Context: an optimization exercise on an open-source flow, tuned for small area, a short achievable clock period and few clock cycles. The choices shown serve that exercise and are no tape-out recipe. In this exercise RTL edits were held to simulation tests only and were not proved equivalent to the original. No activity file was given, so power comes from the tool's default toggle rates.

**flow/design.v**
```verilog
module ALU(A,B,OP,C, opcode);
	input signed [16-1:0]A;
	input signed [16-1:0]B;
	input [3:0]OP;
	output reg signed [16-1:0]C;					   
	input [3:0] opcode;
	always @ (A or B or OP) begin
		if(OP == 4'b0000) begin C = A + B; end               
		else if(OP == 4'b0001) begin                         
			C = A - B;
		end
		else if (OP == 4'b0010) begin C <= ~(A & B); end
		else if (OP == 4'b0011) begin C <= ~(A | B); end
		else if (OP == 4'b0100) begin C <= A ~^ B; end
		else if (OP == 4'b0101) begin C <= (A & B); end              
		else if (OP == 4'b0110) begin C <= (A | B); end              
		else if (OP == 4'b0111) begin C <= (A ^ B); end
		else if (OP == 4'b1000) begin C <= A; end
		else if (OP == 4'b1001) begin C <= ~A; end                   
		else if (OP == 4'b1010) begin C <= {A[15], A[15:1]}; end     
		else if (OP == 4'b1011) begin C <= A >>> 1; end
		else if (OP == 4'b1100) begin C <= ~(A) + 1; end             
		else if (OP == 4'b1101) begin C <= A << 1; end               
		else if (OP == 4'b1110) begin C <= A <<< 1; end
		else begin C <= {B[7:0], 8'h00}; end      
	end
endmodule
module br_resolve_unit (
	readData1,
	readData2,
	instruction,
	bcond
);
	input signed [16-1:0] readData1;
	input signed [16-1:0] readData2;
	input [16-1:0] instruction;
	output bcond;
	wire [3:0] opcode = instruction[15:12];
	wire equal = ((readData1 - readData2) == 0) ? 1 : 0;
	wire greater = (readData1 > 0) ? 1 : 0;
	wire less = (readData1 < 0) ? 1 : 0;
	wire BNE_taken = (opcode == 4'd0 && !equal) ? 1 : 0;
	wire BEQ_taken = (opcode == 4'd1 && equal) ? 1 : 0;
	wire BGZ_taken = (opcode == 4'd2 && greater) ? 1 : 0;
	wire BLZ_taken = (opcode == 4'd3 && less) ? 1 : 0;
	assign bcond = (BNE_taken || BEQ_taken || BGZ_taken || BLZ_taken) ? 1 : 0;
endmodule					
module control_unit (instruction, signal);
	input [16-1:0] instruction;
	output reg [16-1:0] signal;
	always @ (*)
	begin
		signal = 0;
		if(instruction[15:12] == 4'd15)        
		begin
			case(instruction[5:0])
				6'd0: signal = 16'h0810;    
				6'd1: signal = 16'h0811;	
				6'd7: signal = 16'h081a;
				6'd6: signal = 16'h081d;
				6'd3: signal = 16'h0816;
				6'd4: signal = 16'h0819;
				6'd5: signal = 16'h081c;
				6'd2: signal = 16'h0815;
				6'd28: signal = 16'h0001;
				6'd29: signal = 16'h2000;
				6'd25: signal = 16'h3400;
				6'd26: signal = 16'h5410;
			endcase
		end
		else
		begin
			case(instruction[15:12])
				4'd4: signal = 16'h0030;
				4'd8: signal = 16'h0060;
				4'd7: signal = 16'h01b0;
				4'd0: signal = 16'h0201;
				4'd1: signal = 16'h0201;
				4'd2: signal = 16'h0201;
				4'd3: signal = 16'h0201;
				4'd9: signal = 16'h0400;
				4'd6: signal = 16'h103f;
				4'd5: signal = 16'h0036;
				4'd10: signal = 16'h4410;
			endcase
		end
	end
endmodule					
module forwarding_unit (
	EX_MEM_RegWrite, 
	EX_MEM_rd, 
	MEM_WB_RegWrite, 
	MEM_WB_rd, 
	ID_EX_rs, 
	ID_EX_rt, 
	f_A, 
	f_B
);
	input EX_MEM_RegWrite;
	input [1:0] EX_MEM_rd;
	input MEM_WB_RegWrite;
	input [1:0] MEM_WB_rd;
	input [1:0] ID_EX_rs;
	input [1:0] ID_EX_rt;
	output [1:0] f_A;
	output [1:0] f_B;
	wire EX_rs_hazard;
	wire EX_rt_hazard;
	wire MEM_rs_hazard;
	wire MEM_rt_hazard;
	assign EX_rs_hazard = (EX_MEM_RegWrite && (EX_MEM_rd == ID_EX_rs));
	assign EX_rt_hazard = (EX_MEM_RegWrite && (EX_MEM_rd == ID_EX_rt));
	assign MEM_rs_hazard = (MEM_WB_RegWrite && (MEM_WB_rd == ID_EX_rs)) && (!EX_rs_hazard);
	assign MEM_rt_hazard = (MEM_WB_RegWrite && (MEM_WB_rd == ID_EX_rt)) && (!EX_rt_hazard);
	assign f_A = EX_rs_hazard ? 2'b10 : (MEM_rs_hazard ? 2'b01 : 2'b00);
	assign f_B = EX_rt_hazard ? 2'b10 : (MEM_rt_hazard ? 2'b01 : 2'b00);
endmodule					
module ID_forwarding_unit (
	EX_MEM_RegWrite, 
	EX_MEM_rd, 
	MEM_WB_RegWrite, 
	MEM_WB_rd, 
	IF_ID_rs, 
	IF_ID_rt, 
	f_A, 
	f_B
);
	input EX_MEM_RegWrite;
	input [1:0] EX_MEM_rd;
	input MEM_WB_RegWrite;
	input [1:0] MEM_WB_rd;
	input [1:0] IF_ID_rs;
	input [1:0] IF_ID_rt;
	output [1:0] f_A;
	output [1:0] f_B;
	wire EX_rs_hazard;
	wire EX_rt_hazard;
	wire MEM_rs_hazard;
	wire MEM_rt_hazard;
	assign EX_rs_hazard = (EX_MEM_RegWrite && (EX_MEM_rd == IF_ID_rs));
	assign EX_rt_hazard = (EX_MEM_RegWrite && (EX_MEM_rd == IF_ID_rt));
	assign MEM_rs_hazard = (MEM_WB_RegWrite && (MEM_WB_rd == IF_ID_rs)) && (!EX_rs_hazard);
	assign MEM_rt_hazard = (MEM_WB_RegWrite && (MEM_WB_rd == IF_ID_rt)) && (!EX_rt_hazard);
	assign f_A = EX_rs_hazard ? 2'b10 : (MEM_rs_hazard ? 2'b01 : 2'b00);
	assign f_B = EX_rt_hazard ? 2'b10 : (MEM_rt_hazard ? 2'b01 : 2'b00);
endmodule					
module hazard_detection_unit (
	ID_EX_signal, 
	ID_EX_rd,
	EX_MEM_signal,
	EX_MEM_rd,  
	IF_ID_rs, 
	IF_ID_rt, 
	IF_ID_signal,
	stall
);
	input [16-1:0] ID_EX_signal;
	input [1:0] ID_EX_rd;
	input [16-1:0] EX_MEM_signal;
	input [1:0] EX_MEM_rd;
	input [1:0] IF_ID_rs;
	input [1:0] IF_ID_rt;
	input [16-1:0] IF_ID_signal;
	output stall;
	wire ID_EX_MemRead = ID_EX_signal[8];
	wire IF_ID_isBR = IF_ID_signal[9];
	wire IF_ID_isJPR = (IF_ID_signal[15:12] == 3);
	wire IF_ID_isJRL = (IF_ID_signal[15:12] == 5);
	wire IF_ID_isRegJMP = IF_ID_isJPR || IF_ID_isJRL;
	wire ID_EX_isNOP = !ID_EX_signal[4];
	wire EX_MEM_isNOP = !EX_MEM_signal[4];
	wire EX_MEM_MemRead = EX_MEM_signal[8];
	wire br_jmp_stall = ID_EX_isNOP ? 0 : ((IF_ID_isBR || IF_ID_isRegJMP) ? ((ID_EX_rd == IF_ID_rs || ID_EX_rd == IF_ID_rt) ? 1 : 0) : 0);
	wire br_jmp_mem_stall = EX_MEM_isNOP ? 0 : (((IF_ID_isBR || IF_ID_isRegJMP) && EX_MEM_MemRead) ? ((EX_MEM_rd == IF_ID_rs || EX_MEM_rd == IF_ID_rt) ? 1 : 0) : 0);
	wire alu_stall = ID_EX_isNOP ? 0 : (ID_EX_MemRead ? ((ID_EX_rd == IF_ID_rs || ID_EX_rd == IF_ID_rt) ? 1 : 0) : 0);
	assign stall = br_jmp_stall || br_jmp_mem_stall || alu_stall;
endmodule					
module register_file (r1, r2, rd, writeData, regWrite, readData1, readData2, clk, reset_n);
	input [1:0] r1;
	input [1:0] r2;
	input [1:0] rd;
	input [16-1:0] writeData;
	input regWrite;
	output [16-1:0] readData1;
	output [16-1:0] readData2;
	input clk;
	input reset_n;
	reg [16-1:0] registers[0:3];
	assign readData1 = (regWrite && rd == r1) ? writeData : registers[r1];
	assign readData2 = (regWrite && rd == r2) ? writeData : registers[r2];
	always @(posedge clk)
	begin
		if(!reset_n)
		begin
			registers[0] <= 0;
			registers[1] <= 0;
			registers[2] <= 0;
			registers[3] <= 0;
		end
		else if(regWrite) registers[rd] <= writeData;
	end
endmodule
module i_cache(IF_PC, i_cache_result, clk, reset_n, outside_hit, readM1, address1, data1);
	input [16-1:0] IF_PC;
	input clk;
	input reset_n;
	output outside_hit;
	output [16-1:0] i_cache_result;
	output readM1;
	output [16-1:0] address1;
	input [64-1:0] data1;
	assign readM1 = 1;
	reg [128-1:0] data_bank [0:2-1];
	reg [32-1:0] tag_bank [0:2-1];
	reg [16-1:0] i;
	wire [12:0] IF_PC_tag = IF_PC[16-1:16-13];
	wire [0:0] IF_PC_idx = IF_PC[16-14:16-14];
	wire [1:0] IF_PC_bo = IF_PC[16-15:0];
	wire hit_1 = (IF_PC_tag == tag_bank[IF_PC_idx][32-1:32-13]) && (tag_bank[IF_PC_idx][32-14] == 1);
	wire hit_2 = (IF_PC_tag == tag_bank[IF_PC_idx][32-17:32-29]) && (tag_bank[IF_PC_idx][32-30] == 1);
	wire hit = hit_1 | hit_2;
	wire [16-1:0] hit_result = hit ? (hit_1 
		? (IF_PC_bo==0 ? data_bank[IF_PC_idx][127:112] : (IF_PC_bo==1 ? data_bank[IF_PC_idx][111:96]: (IF_PC_bo == 2 ? data_bank[IF_PC_idx][95:80]: data_bank[IF_PC_idx][79:64])))	 
		: (IF_PC_bo==0 ? data_bank[IF_PC_idx][63:48] : (IF_PC_bo==1 ? data_bank[IF_PC_idx][47:32]: (IF_PC_bo == 2 ? data_bank[IF_PC_idx][31:16]: data_bank[IF_PC_idx][15:0])))		 
		): 0;	 
	reg [3:0] miss_cnt;
	assign i_cache_result = (hit==1 && miss_cnt==0) ? hit_result :0 ;
	assign outside_hit = (hit==1 && miss_cnt==0) ? 1 :0 ;
	assign address1 = (miss_cnt) ? IF_PC - (IF_PC % 4) : 0;
	reg [16-1:0] i_cache_miss_cnt;
	always @ (posedge clk) begin
		if(!reset_n) begin
			for(i = 0; i < 2; i = i + 1) begin
				data_bank[i] <= 64'h0000000000000000;
				tag_bank[i] <=  32'h00000000;
				miss_cnt <= 0;
			end
			i_cache_miss_cnt <= 0;
		end
		else begin
			if(miss_cnt==1) begin
				i_cache_miss_cnt = i_cache_miss_cnt+1;
			end
			if(!hit || (miss_cnt != 0)) begin
				begin	 
					if(tag_bank[IF_PC_idx][32-16] == 0) begin
						if(tag_bank[IF_PC_idx][32-15] == 1) begin  
						end 
						else if(miss_cnt == 3) begin 
							data_bank[IF_PC_idx][128-1 : 128-64] <= data1;
						end
						if (miss_cnt==4) begin	 
							tag_bank[IF_PC_idx][32-1:32-13] <= IF_PC_tag;
							tag_bank[IF_PC_idx][32-14] <= 1;	 
							tag_bank[IF_PC_idx][32-15] <= 0;	 
							tag_bank[IF_PC_idx][32-16] <= 1;	 
							tag_bank[IF_PC_idx][32-32] <= 0;
							miss_cnt <= 0;
						end
						else begin
							miss_cnt <= miss_cnt +1;
						end
					end
					else begin
						if(tag_bank[IF_PC_idx][32-15] == 1) begin  
						end 
						else if(miss_cnt == 3) begin 
							data_bank[IF_PC_idx][128-65 : 128-128] <= data1;
						end
						if (miss_cnt==4) begin	
							tag_bank[IF_PC_idx][32-17:3] <= IF_PC_tag;
							tag_bank[IF_PC_idx][2] <= 1;	 
							tag_bank[IF_PC_idx][1] <= 0;	 
							tag_bank[IF_PC_idx][0] <= 1;	 
							tag_bank[IF_PC_idx][32-16] <= 0;	 
							miss_cnt <= 0;
						end
						else begin
							miss_cnt <= miss_cnt +1;
						end
					end 
				end
			end
		end
	end
endmodule
module d_cache(d_cache_result, clk, reset_n, outside_hit, 
	DP_readM2, DP_writeM2, DP_address2, DP_data2, readM2, writeM2, address2, data2_in, data2_out);
	output [16-1:0] d_cache_result;	 
	input clk;
	input reset_n;
	output outside_hit;
	input DP_readM2;
	input DP_writeM2;
	input [16-1:0] DP_address2;
	input [16-1:0] DP_data2;
	output readM2;
	output writeM2;
	output [16-1:0] address2;
	input [64-1:0] data2_in;
	output [64-1:0] data2_out;
	reg [128-1:0] data_bank [0:2-1];
	reg [32-1:0] tag_bank [0:2-1];
	reg [16-1:0] i;
	wire [12:0] addr_tag = DP_address2[16-1:16-13];
	wire [0:0] addr_idx = DP_address2[16-14:16-14];
	wire [1:0] addr_bo = DP_address2[16-15:0];
	wire hit_1 = (addr_tag == tag_bank[addr_idx][32-1:32-13]) && (tag_bank[addr_idx][32-14] == 1);
	wire hit_2 = (addr_tag == tag_bank[addr_idx][32-17:32-29]) && (tag_bank[addr_idx][32-30] == 1);
	wire hit = (!DP_readM2 && !DP_writeM2) ? 1 : (hit_1 | hit_2);
	reg [3:0] miss_cnt;
	wire [16-1:0] hit_result = hit ? (hit_1 
		? (addr_bo==0 ? data_bank[addr_idx][127:112] : (addr_bo==1 ? data_bank[addr_idx][111:96]: (addr_bo == 2 ? data_bank[addr_idx][95:80]: data_bank[addr_idx][79:64])))	 
		: (addr_bo==0 ? data_bank[addr_idx][63:48] : (addr_bo==1 ? data_bank[addr_idx][47:32]: (addr_bo == 2 ? data_bank[addr_idx][31:16]: data_bank[addr_idx][15:0])))		 
		): 0;	 
	assign d_cache_result = (hit==1 && miss_cnt==0) ? hit_result :0 ;
	assign outside_hit = (hit==1 && miss_cnt==0) ? 1 :0 ;
	wire victim_first = (tag_bank[addr_idx][32-16] == 0);
	wire victim_dirty = victim_first ? tag_bank[addr_idx][32-15] : tag_bank[addr_idx][1];
	wire [12:0] victim_tag = victim_first ? tag_bank[addr_idx][32-1:32-13] : tag_bank[addr_idx][32-17:3];
	assign address2 = (miss_cnt) ? ((victim_dirty == 1 && miss_cnt==1) ? {victim_tag, addr_idx, 2'b00} : DP_address2 - (DP_address2 % 4)) : 0;
	assign writeM2 = (miss_cnt==1) ? victim_dirty : 0;
	assign readM2 = (miss_cnt==2) ? 1 : 0;
	assign data2_out = victim_first ? data_bank[addr_idx][128-1 : 128-64]
		: data_bank[addr_idx][128-65 : 128-128];
	always @ (posedge clk) begin
		if(!reset_n) begin
			for(i = 0; i < 2; i = i + 1) begin
				data_bank[i] <= 128'h0;
				tag_bank[i] <= 32'h00000000;
			end
			miss_cnt <= 0;
		end
		else begin
			if(!hit || (miss_cnt != 0)) begin
				if(victim_first) begin
					if(miss_cnt == 4) begin 
						data_bank[addr_idx][128-1 : 128-64] <= data2_in;
					end
					else if(miss_cnt == 5) begin	 
						if(DP_writeM2) begin
							if(addr_bo==0) data_bank[addr_idx][128-1:128-16] <= DP_data2;
							if(addr_bo==1) data_bank[addr_idx][128-17:128-32] <= DP_data2;
							if(addr_bo==2) data_bank[addr_idx][128-33:128-48] <= DP_data2;
							if(addr_bo==3) data_bank[addr_idx][128-49:128-64] <= DP_data2;
						end
					end
					if (miss_cnt==6) begin	
						tag_bank[addr_idx][32-1:32-13] <= addr_tag;
						tag_bank[addr_idx][32-14] <= 1;	 
						tag_bank[addr_idx][32-15] <= DP_writeM2;	 
						tag_bank[addr_idx][32-16] <= 1;	 
						tag_bank[addr_idx][32-32] <= 0;
						miss_cnt <= 0;
					end
					else begin
						miss_cnt <= miss_cnt +1;
					end
				end
				else begin
					if(miss_cnt == 4) begin 
						data_bank[addr_idx][128-65 : 128-128] <= data2_in;
					end
					else if(miss_cnt == 5) begin
						if(DP_writeM2) begin
							if(addr_bo==0) data_bank[addr_idx][128-65:128-80] <= DP_data2;
							if(addr_bo==1) data_bank[addr_idx][128-81:128-96] <= DP_data2;
							if(addr_bo==2) data_bank[addr_idx][128-97:128-112] <= DP_data2;
							if(addr_bo==3) data_bank[addr_idx][128-113:128-128] <= DP_data2;
						end
					end
					if (miss_cnt==6) begin
						tag_bank[addr_idx][32-17:3] <= addr_tag;
						tag_bank[addr_idx][2] <= 1;	 
						tag_bank[addr_idx][1] <= DP_writeM2;	 
						tag_bank[addr_idx][0] <= 1;	 
						tag_bank[addr_idx][32-16] <= 0;	 
						miss_cnt <= 0;
					end
					else begin
						miss_cnt <= miss_cnt +1;
					end
				end 
			end
			else if(hit) begin   
				if(DP_writeM2) begin
					if(hit_1) begin
						if(addr_bo==0) data_bank[addr_idx][128-1:128-16] <= DP_data2;
						if(addr_bo==1) data_bank[addr_idx][128-17:128-32] <= DP_data2;
						if(addr_bo==2) data_bank[addr_idx][128-33:128-48] <= DP_data2;
						if(addr_bo==3) data_bank[addr_idx][128-49:128-64] <= DP_data2;
						tag_bank[addr_idx][32-15] <= 1;
					end
					else if(hit_2) begin
						if(addr_bo==0) data_bank[addr_idx][128-65:128-80] <= DP_data2;
						if(addr_bo==1) data_bank[addr_idx][128-81:128-96] <= DP_data2;
						if(addr_bo==2) data_bank[addr_idx][128-97:128-112] <= DP_data2;
						if(addr_bo==3) data_bank[addr_idx][128-113:128-128] <= DP_data2;
						tag_bank[addr_idx][1] <= 1;
					end
				end
			end
		end
	end
endmodule
module data_path (
	clk,
	reset_n,
	data1,
	readM2,
	writeM2,
	address2,
	wdata2,
	rdata2,
	output_reg,
	instruction,
	PC,
	nextPC,
	signal,
	is_halted,
	num_inst,
	hit,
	d_hit
);
	input clk;
	input reset_n;
	output readM2;
	output writeM2;
	output [16-1:0] address2;
	input [16-1:0] data1;
	output [16-1:0] wdata2;
	input [16-1:0] rdata2;
	output wire [16-1:0] output_reg;
	output [16-1:0] instruction;
	input [16-1:0] PC;
	output [16-1:0] nextPC;
	input [16-1:0] signal;
	output is_halted;
	output [16-1:0] num_inst;
	input hit;
	input d_hit;
	reg [16-1:0] num_inst_counter;
	assign num_inst = num_inst_counter;
	reg [16-1:0] IF_ID_ins;
	reg [16-1:0] IF_ID_nextPC;
	reg [16-1:0] IF_ID_PC;
	assign instruction = IF_ID_ins;
	wire IF_ID_isJAL = signal[15:12] == 4;
	wire IF_ID_isJPR = signal[15:12] == 3;
	wire IF_ID_isJRL = signal[15:12] == 5;
	wire [1:0] rs = IF_ID_ins[11:10];
	wire [1:0] rt = (IF_ID_isJAL || IF_ID_isJRL) ? 2 : IF_ID_ins[9:8];
	wire hazard_stall;
	wire [1:0] rd;
	wire isBR = signal[9];
	wire [16-1:0] writeData;
	wire [16-1:0] readData1;
	wire [16-1:0] readData2;
	reg [16-1:0] ID_EX_ins;
	reg [16-1:0] ID_EX_signal;
	reg [16-1:0] ID_EX_readData1;
	reg [16-1:0] ID_EX_readData2;
	reg [16-1:0] ID_EX_sign_extended;
	reg [1:0] ID_EX_rs;
	reg [1:0] ID_EX_rt;
	reg [1:0] ID_EX_rd;
	reg [16-1:0] ID_EX_nextPC;   		 
	wire [16-1:0] forward_readData1;     
	wire [16-1:0] forward_readData2;     
	wire [1:0] ID_f_A;                           
	wire [1:0] ID_f_B;                           
	wire [16-1:0] sign_extended = { {8{IF_ID_ins[7]}}, IF_ID_ins[7:0] };
	wire [16-1:0] jmp_target = (IF_ID_isJRL || IF_ID_isJPR) ? forward_readData1 : {PC[15:12], IF_ID_ins[11:0]};
	wire [16-1:0] br_target = IF_ID_PC + IF_ID_ins[7:0] + 1;
	wire regFileWrite;
	wire bcond;
	br_resolve_unit BR_RES (forward_readData1, forward_readData2, IF_ID_ins, bcond);
	register_file regFile (rs, rt, rd, writeData, regFileWrite, readData1, readData2, clk, reset_n);
	wire [3:0] OP = ID_EX_signal[3:0];
	wire [3:0] isLHI = ID_EX_signal[15:12] == 1;
	wire [3:0] ID_EX_isJAL = ID_EX_signal[15:12] == 4;
	wire [3:0] ID_EX_isJRL = ID_EX_signal[15:12] == 5;
	wire [3:0] opcode = ID_EX_ins[15:12];
	wire ALUSrc = ID_EX_signal[5];
	wire [16-1:0] forwardA;
	wire [16-1:0] A = (isLHI == 4'b0001) ? 0 : forwardA;         
	wire [16-1:0] forwardB;
	wire [16-1:0] B = ALUSrc ? ID_EX_sign_extended : forwardB;
	wire [16-1:0] ALUOut;
	ALU alu(A, B, OP, ALUOut, opcode);
	wire RegDst = ID_EX_signal[11];
	reg [16-1:0] EX_MEM_rs;
	reg [16-1:0] EX_MEM_rt;
	reg [16-1:0] EX_MEM_ALUout;
	reg [1:0] EX_MEM_rd;
	reg [16-1:0] EX_MEM_ins;
	reg [16-1:0] EX_MEM_sig;
	wire MemRead = EX_MEM_sig[8];
	wire MemWrite = EX_MEM_sig[6];
	assign wdata2 = MemWrite ? EX_MEM_rt : 0;
	wire [16-1:0] data2 = MemRead ? rdata2 : wdata2;
	assign readM2 = MemRead ? 1 : 0;
	assign writeM2 = MemWrite ? 1 : 0;
	reg [16-1:0] MEM_WB_ins;
	reg [16-1:0] MEM_WB_sig;
	reg [16-1:0] MEM_WB_data;
	reg [16-1:0] MEM_WB_ALUout;
	reg [16-1:0] MEM_WB_rs;
	reg [16-1:0] MEM_WB_rt;
	reg [1:0] MEM_WB_rd;
	assign address2 = EX_MEM_ALUout;
	wire MemtoReg = MEM_WB_sig[7];
	wire RegWrite = MEM_WB_sig[4];
	reg [16-1:0] WWD_output;
	assign writeData = MemtoReg ? MEM_WB_data : MEM_WB_ALUout;
	assign regFileWrite = RegWrite;
	assign output_reg = WWD_output;
	assign rd = MEM_WB_rd;
	wire [1:0] f_A;
	wire [1:0] f_B;
	forwarding_unit FOW (EX_MEM_sig[4], EX_MEM_rd, MEM_WB_sig[4], MEM_WB_rd, ID_EX_rs, ID_EX_rt, f_A, f_B);
	ID_forwarding_unit ID_FOW (EX_MEM_sig[4], EX_MEM_rd, MEM_WB_sig[4], MEM_WB_rd, rs, rt, ID_f_A, ID_f_B);
	assign forwardA = (f_A == 2'b10) ? EX_MEM_ALUout : ((f_A == 2'b01) ? writeData : ID_EX_readData1);
	assign forwardB = (f_B == 2'b10) ? EX_MEM_ALUout : ((f_B == 2'b01) ? writeData : ID_EX_readData2);
	assign forward_readData1 = (ID_f_A == 2'b10) ? EX_MEM_ALUout : ((ID_f_A == 2'b01) ? writeData : readData1);
	assign forward_readData2 = (ID_f_B == 2'b10) ? EX_MEM_ALUout : ((ID_f_B == 2'b01) ? writeData : readData2);
	wire isJMP = signal[10];
	hazard_detection_unit HAZ(ID_EX_signal, RegDst ? ID_EX_rd : ID_EX_rt, EX_MEM_sig, EX_MEM_rd, rs, rt, signal, hazard_stall);
	wire IF_mem_stall = !hit;
	wire MEM_mem_stall = !d_hit;
	wire MEM_access = ID_EX_signal[6] || ID_EX_signal[8];
	wire stall = hazard_stall || IF_mem_stall || MEM_mem_stall;
	assign is_halted = (MEM_WB_sig[15:12] == 2);
	wire [16-1:0] btb_result;
	wire take;
	assign btb_result = PC + 1;
	assign take = 1'b0;
	wire prediction_fail = isBR ? (bcond ? PC != br_target : PC != IF_ID_PC + 1) : (isJMP ? PC!=jmp_target : 0);
	wire flush = prediction_fail;
	wire [16-1:0] right_br_target = bcond ? br_target : IF_ID_PC + 1;
	wire [16-1:0] predict_PC = isJMP ? btb_result : ((take && isBR) ? btb_result : PC + 1);
	assign nextPC = stall || MEM_mem_stall ? PC : ((isBR) ? (!prediction_fail ? predict_PC : right_br_target) : (isJMP ? (!prediction_fail ? predict_PC : jmp_target) : predict_PC));
	always @ (posedge clk) begin
		if(!reset_n) begin
			IF_ID_ins <= 16'hf00f;
			IF_ID_nextPC <= 0;
		end
		else begin
			if(!MEM_mem_stall) begin
				if(flush && !stall) IF_ID_ins <= 16'hf00f;
				if (!stall && !flush) begin 
					IF_ID_ins <= data1;
					IF_ID_nextPC <= nextPC;
					IF_ID_PC <= PC;
				end
			end
		end
	end
	always @ (posedge clk) begin
		if(!reset_n) begin
			ID_EX_ins <= 16'hf00f;
			ID_EX_signal <= 16'b0;
		end
		else begin
			if(!MEM_mem_stall) begin
				if(!stall) begin
					ID_EX_ins <= IF_ID_ins;
					ID_EX_signal <= signal;
					ID_EX_readData1 <= readData1;
					ID_EX_readData2 <= readData2;
					ID_EX_sign_extended <= sign_extended;
					ID_EX_rs <= rs;
					ID_EX_rt <= rt;
					ID_EX_rd <= IF_ID_ins[7:6];
					ID_EX_nextPC <= IF_ID_PC + 1;
				end
				if(stall) begin
					ID_EX_ins <= 16'hf00f;
					ID_EX_signal <= 16'b0;
				end
			end
		end
	end
	always @ (posedge clk) begin
		if(!reset_n) begin
			EX_MEM_ins <= 16'hf00f;
			EX_MEM_sig <= 16'b0;
		end
		else if(!MEM_mem_stall) begin
			EX_MEM_rs <= forwardA;
			EX_MEM_rt <= forwardB;
			EX_MEM_rd <= RegDst ? ID_EX_rd : ID_EX_rt;
			EX_MEM_ALUout <= (ID_EX_isJAL || ID_EX_isJRL)  ? ID_EX_nextPC : ALUOut;
			EX_MEM_ins <= ID_EX_ins;
			EX_MEM_sig <= ID_EX_signal;
		end
	end
	reg [16-1:0] WWD_reg;
	always @ (posedge clk) begin
		if(!reset_n) begin
			MEM_WB_ins <= 16'hf00f;
			MEM_WB_sig <= 16'b0;
		end
		else if(!MEM_mem_stall) begin
			MEM_WB_ins <= EX_MEM_ins;
			MEM_WB_sig <= EX_MEM_sig;
			MEM_WB_rs <= EX_MEM_rs;
			MEM_WB_rt <= EX_MEM_rt;
			MEM_WB_rd <= EX_MEM_rd;
			MEM_WB_ALUout <= EX_MEM_ALUout;
			MEM_WB_data <= data2;
			WWD_reg <= MEM_WB_rs;
		end
	end
	always @ (posedge clk) begin
		if(!reset_n) begin
			num_inst_counter <= 0;
		end
		else if(MEM_WB_sig && !MEM_mem_stall) begin 
			num_inst_counter <= num_inst_counter + 1;
			WWD_output <= MEM_WB_rs;
		end
	end
endmodule
module cpu(Clk, Reset_N, readM1, address1, data1, readM2, writeM2, address2, data2_in, data2_out, num_inst, output_port, is_halted);
	input Clk;
	wire Clk;
	input Reset_N;
	wire Reset_N;
	output readM1;
	wire readM1;
	output [16-1:0] address1;
	wire [16-1:0] address1;
	output readM2;
	wire readM2;
	output writeM2;
	wire writeM2;
	output [16-1:0] address2;
	wire [16-1:0] address2;
	input [64-1:0] data1;
	wire [64-1:0] data1;
	input [64-1:0] data2_in;
	wire [64-1:0] data2_in;
	output [64-1:0] data2_out;
	wire [64-1:0] data2_out;
	output [16-1:0] num_inst;
	wire [16-1:0] num_inst;
	output [16-1:0] output_port;
	wire [16-1:0] output_port;
	output is_halted;
	wire is_halted;
	wire [16-1:0] output_reg;
	wire [16-1:0] instruction;
	reg [16-1:0] PC;
	wire [16-1:0] nextPC;
	wire [16-1:0] signal;
	assign output_port = output_reg;
	wire [16-1:0] i_cache_result;
	wire hit;
	i_cache INS_CACHE (PC, i_cache_result, Clk, Reset_N, hit, readM1, address1, data1);
	wire [16-1:0] d_cache_result;
	wire d_hit;
	wire DP_readM2;
	wire DP_writeM2;
	wire [16-1:0] DP_address2;
	wire [16-1:0] DP_wdata2;
	d_cache DATA_CACHE(d_cache_result, Clk, Reset_N, d_hit,
		DP_readM2, DP_writeM2, DP_address2, DP_wdata2, readM2, writeM2, address2, data2_in, data2_out);
	data_path DP (
		Clk,
		Reset_N,
		i_cache_result,
		DP_readM2,
		DP_writeM2,
		DP_address2,
		DP_wdata2,
		d_cache_result,
		output_reg,
		instruction,
		PC,
		nextPC,
		signal,
		is_halted,
		num_inst,
		hit,
		d_hit
	);
	control_unit CON (instruction, signal);
	always @ (posedge Clk) begin
		if(!Reset_N) begin
			PC <= 0;
		end
		else begin
			PC <= nextPC;
		end
	end
endmodule
```
**flow/run.sh**
```bash
#!/bin/bash
# synth_recipe.tcl (not shown) runs the flow's synth.tcl, then flattens the netlist and writes it again
# the make line also repeats each setting of config.mk as NAME=value (left out here)
make -C /OpenROAD-flow-scripts/flow DESIGN_CONFIG=/design/flow/config.mk WORK_HOME=/design/flow/orfs CLKGATE_MAP_FILE= SYNTH_SCRIPT=/design/flow/synth_recipe.tcl finish
```
**flow/config.mk**
```make
export PLATFORM = sky130hd
export DESIGN_NAME = cpu
export DESIGN_NICKNAME = cpu
export VERILOG_FILES = /design/flow/design.v
export SDC_FILE = /design/flow/constraint.sdc
export NUM_CORES = 4
export LEC_CHECK = 0
export CAP_MARGIN = 20
export CORE_MARGIN = 2
export CORE_UTILIZATION = 40
export SLEW_MARGIN = 20
export SYNTH_MEMORY_MAX_BITS = 16384
```
**flow/constraint.sdc**
```tcl
create_clock -name core_clock -period 12.0 [get_ports {Clk}]
set_input_delay 2.4000 -clock core_clock [delete_from_list [all_inputs] [get_ports {Clk}]]
set_output_delay 2.4000 -clock core_clock [all_outputs]
set_load 0.01 [all_outputs]
```
==> results.txt <==
[cells in the final DEF (no fill, tap or decap), drive strengths merged, types with 48 or more instances in the layout]
cell type,synthesis,routed
a211oi,117,117
a21oi,279,279
and2,365,365
and3,53,53
buf,81,131
clkbuf,290,145
clkdlybuf4s50,0,255
clkinv,2,50
dfxtp,129,129
edfxtp,880,880
ha,86,86
inv,99,102
mux2,48,48
mux2i,356,356
mux4,139,139
nand2,348,348
nand3,90,90
nor2,626,626
nor2b,96,96
nor3,76,76
o211ai,54,54
o21ai,203,203
xnor2,128,128
xor2,57,57
[path summary, 6_finish.rpt]
check	startpoint	end	depth (start not counted)
max	DP.IF_ID_ins[12]	flip-flop	31
min	DP.EX_MEM_rs[12]	DP.MEM_WB_rs[12]	0
max reg2reg	DP.IF_ID_ins[12]	flip-flop	31
min reg2reg	DP.EX_MEM_rs[12]	DP.MEM_WB_rs[12]	0
[registers in the layout (all words and copies together), names as in the netlist, 6 cells and up, named ones only]
name / cells
DATA_CACHE.data_bank: 256
INS_CACHE.data_bank: 256
DP.regFile.registers: 64
DATA_CACHE.tag_bank: 62
INS_CACHE.tag_bank: 58
DP.EX_MEM_ALUout: 16
DP.EX_MEM_rs: 16
DP.EX_MEM_rt: 16
DP.ID_EX_nextPC: 16
DP.ID_EX_readData1: 16
DP.ID_EX_readData2: 16
DP.IF_ID_PC: 16
DP.IF_ID_ins: 16
DP.MEM_WB_ALUout: 16
DP.MEM_WB_data: 16
DP.MEM_WB_rs: 16
DP.WWD_output: 16
DP.num_inst_counter: 16
PC: 16
DP.EX_MEM_sig: 14
DP.ID_EX_signal: 14
DP.MEM_WB_sig: 14
DP.ID_EX_sign_extended: 6
[layer usage]
layer	part of all wire, %	GRT usage (%)
met1	41	35.4
met2	46	40.9
met3	9.6	6.04
met4	3.6	9.20
met5	0.082	0
[through the flow]
stage | cells | util (%) | total power [W]
after floorplan | 5050 | - | 0.00461
after global placement | 6858 | 43.6 | 0.00504
after detailed placement | 6858 | 43.6 | 0.00505
after CTS | 7072 | 46.4 | 0.00858
after global routing | 7073 | 46.4 | 0.00878
final | 7073 | 46.4 | 0.00853
[cell families after synthesis]
family	Yosys count	synth area share, %
xor gates and xnor gates	185	2.97
adders and majority gates	89	2.04
DFF	1009	52.1
muxes	543	13.0
other	2	0.0135
AOI/OAI and AO/OA	913	10.5
and+or+nand+nor	1834	16.1
buffers and inverters	472	3.41
[area by class of cell]
type                       count  share of cell area [%]
tap                         1794                    3.51
clock buffer                 145                    4.69
timing repair buffer         386                    5.58
multi-input combinational   3569                    39.0
inverter                     101                   0.595
sequential                  1009                    45.4
clock inverter                69                    1.22
[power breakdown]
part	internal, W	total, W	switching, W
clock	0.00205	0.00355	0.00149
combinational	0.000378	0.000945	0.000567
sequential	0.00396	0.00404	0.0000827
total	0.00639	0.00853	0.00214
==> results_dict.tcl <==
set metrics [dict create \
    clk_pin_slew_worst_paths_ns 0.06 \
    globalRouteOverflowTotal 0 \
    path_buf_inv 1 \
    dpl.hpwl_um 130000 \
    final_area_um2 64000 \
    via_per_inst 5.95 \
    ir_worst_vdd_uv 122 \
    drt-total-wl_um 189000 \
    synth_top_area_share_pct 47.4 \
    required_ns 12.63 \
    synth_common_cells "880 x edfxtp_1, 624 x nor2_1, 365 x and2_1, 356 x mux2i_1, 345 x nand2_1" \
    synth.area.top_cells "edfxtp_1 47%, mux2i_1 6.4%, mux4_2 5.6%" \
    critical_path.most_common_cell "mux2i_1" \
    relSlewSlack_pct 21.0 \
    place_ws_ns 1.62 \
    maxCapViolCount 0 \
    cts_max_path_buffers 3 \
    antenna_left 0 \
    antenna_found_initial 15 \
    cts_hold_buf 0 \
    setup_ws_ns 1.50 \
    fin_nets 5399 \
    worst_pin_slew_ns 1.18 \
    num_rows 136 \
    ys_ff_latch 1009 \
    critPathKind "flip-flop to flip-flop" \
    place_congestion 0.962 \
    first_pass_iters 9 \
    synth_cells 5047 \
    grt_max_degree 165 \
    post_cts_buffers 0 \
    insertedDiodeCount 0 \
    hold_ws_ns 0.418 \
    post-route-min-period_ns 10.50 \
    final.setup_skew_ns 0.0846 \
    rrSetupSlack_ns 1.50 \
    async_reset_ff_share_pct 0 \
    critPathTopFamily "simple AND/OR/NAND/NOR gates" \
    slowest_delay_ns 0.74 \
    cp-start-kind "flip-flop" \
    dpl_cell_area_um2 60200 \
    yosysMostFrequentCell "edfxtp_1" \
    syn_avg_cell_area_um2 11.0 \
    grt_pass1_wl_um 275000 \
    status "complete, no violations" \
    htreeDepth 3 \
    area_growth_pct 14.8 \
    end_kind "flip-flop" \
    seq_area_frac_synth_pct 52.1 \
    tns_ns 0 \
    regArea_um2 29000 \
    synth_area_um2 55700 \
    p_leak_nw 22.7 \
    clock_latency_ns 0.77 \
    cts_tree "done" \
    drive_above_1_share_pct 10.9 \
    dieArea_um2 142000 \
    synthFlopType "edfxtp_1" \
    io_buffers 256 \
    clock_sinks 1009 \
    multiInputGateArea_um2 25000 \
    fp.dieW_um 377 \
    drc 0 \
    dr.first_iter.drc_count 4747 \
    synthDistinctLibCells 103 \
    maxSlewViolCount 0 \
    core-area_um2 138000 \
    rsz0062_at_grt "false" \
    clock.fmax_ghz 0.0952 \
    cts-root-buf "clkbuf_16" \
    ctsResizeCount 0 \
    synth_largest_area_cell "edfxtp_1" \
    num_vias 42061 \
    finalSetupViolations 0 \
    crit_path_top_delay_cell "nand3_1" \
    cts_buffers 113 \
    grt_pass1_vias 40320 \
    crit_arrival_ns 11.14 \
    hold_class "flip-flop to flip-flop" \
    power-per-cell-area_nw_per_um2 133 \
    wire_per_inst_um 26.8 \
    nFillCells 12647 \
    finalHoldViolCount 0 \
    track_usage_pct 26.1 \
    start_util_pct 40.4 \
    ys_warn_count 7 \
    period_share_pct 87.5 \
    cp_max_fo 30 \
    io_pins 262 \
    die_y_um 377 \
    synth-edff-count 880 \
]

[what the ideal ports hide]
No port has a modelled driver above. Below, the same layout with a new extraction and two added sets of constraints.
Step 1, drivers: a clkbuf_16 drives Clk and a buf_2 each remaining input, both assumed.
Step 2 also shifts input and output timing later by t, the mid clock arrival at the registers, as if the neighbouring blocks saw the same clock.
a / b / c = no drivers / after step 1 / after step 2; a / b = the first two.
shift t [ns]: 0.810
setup WS [ns]: 1.497 / 1.497 / 1.497
worst hold slack (ns): 0.418 / 0.418 / 0.418
After both steps this run still meets setup and hold. The setup slack of this run moves by 0.000 ns with the drivers and by 0.000 ns with both steps.
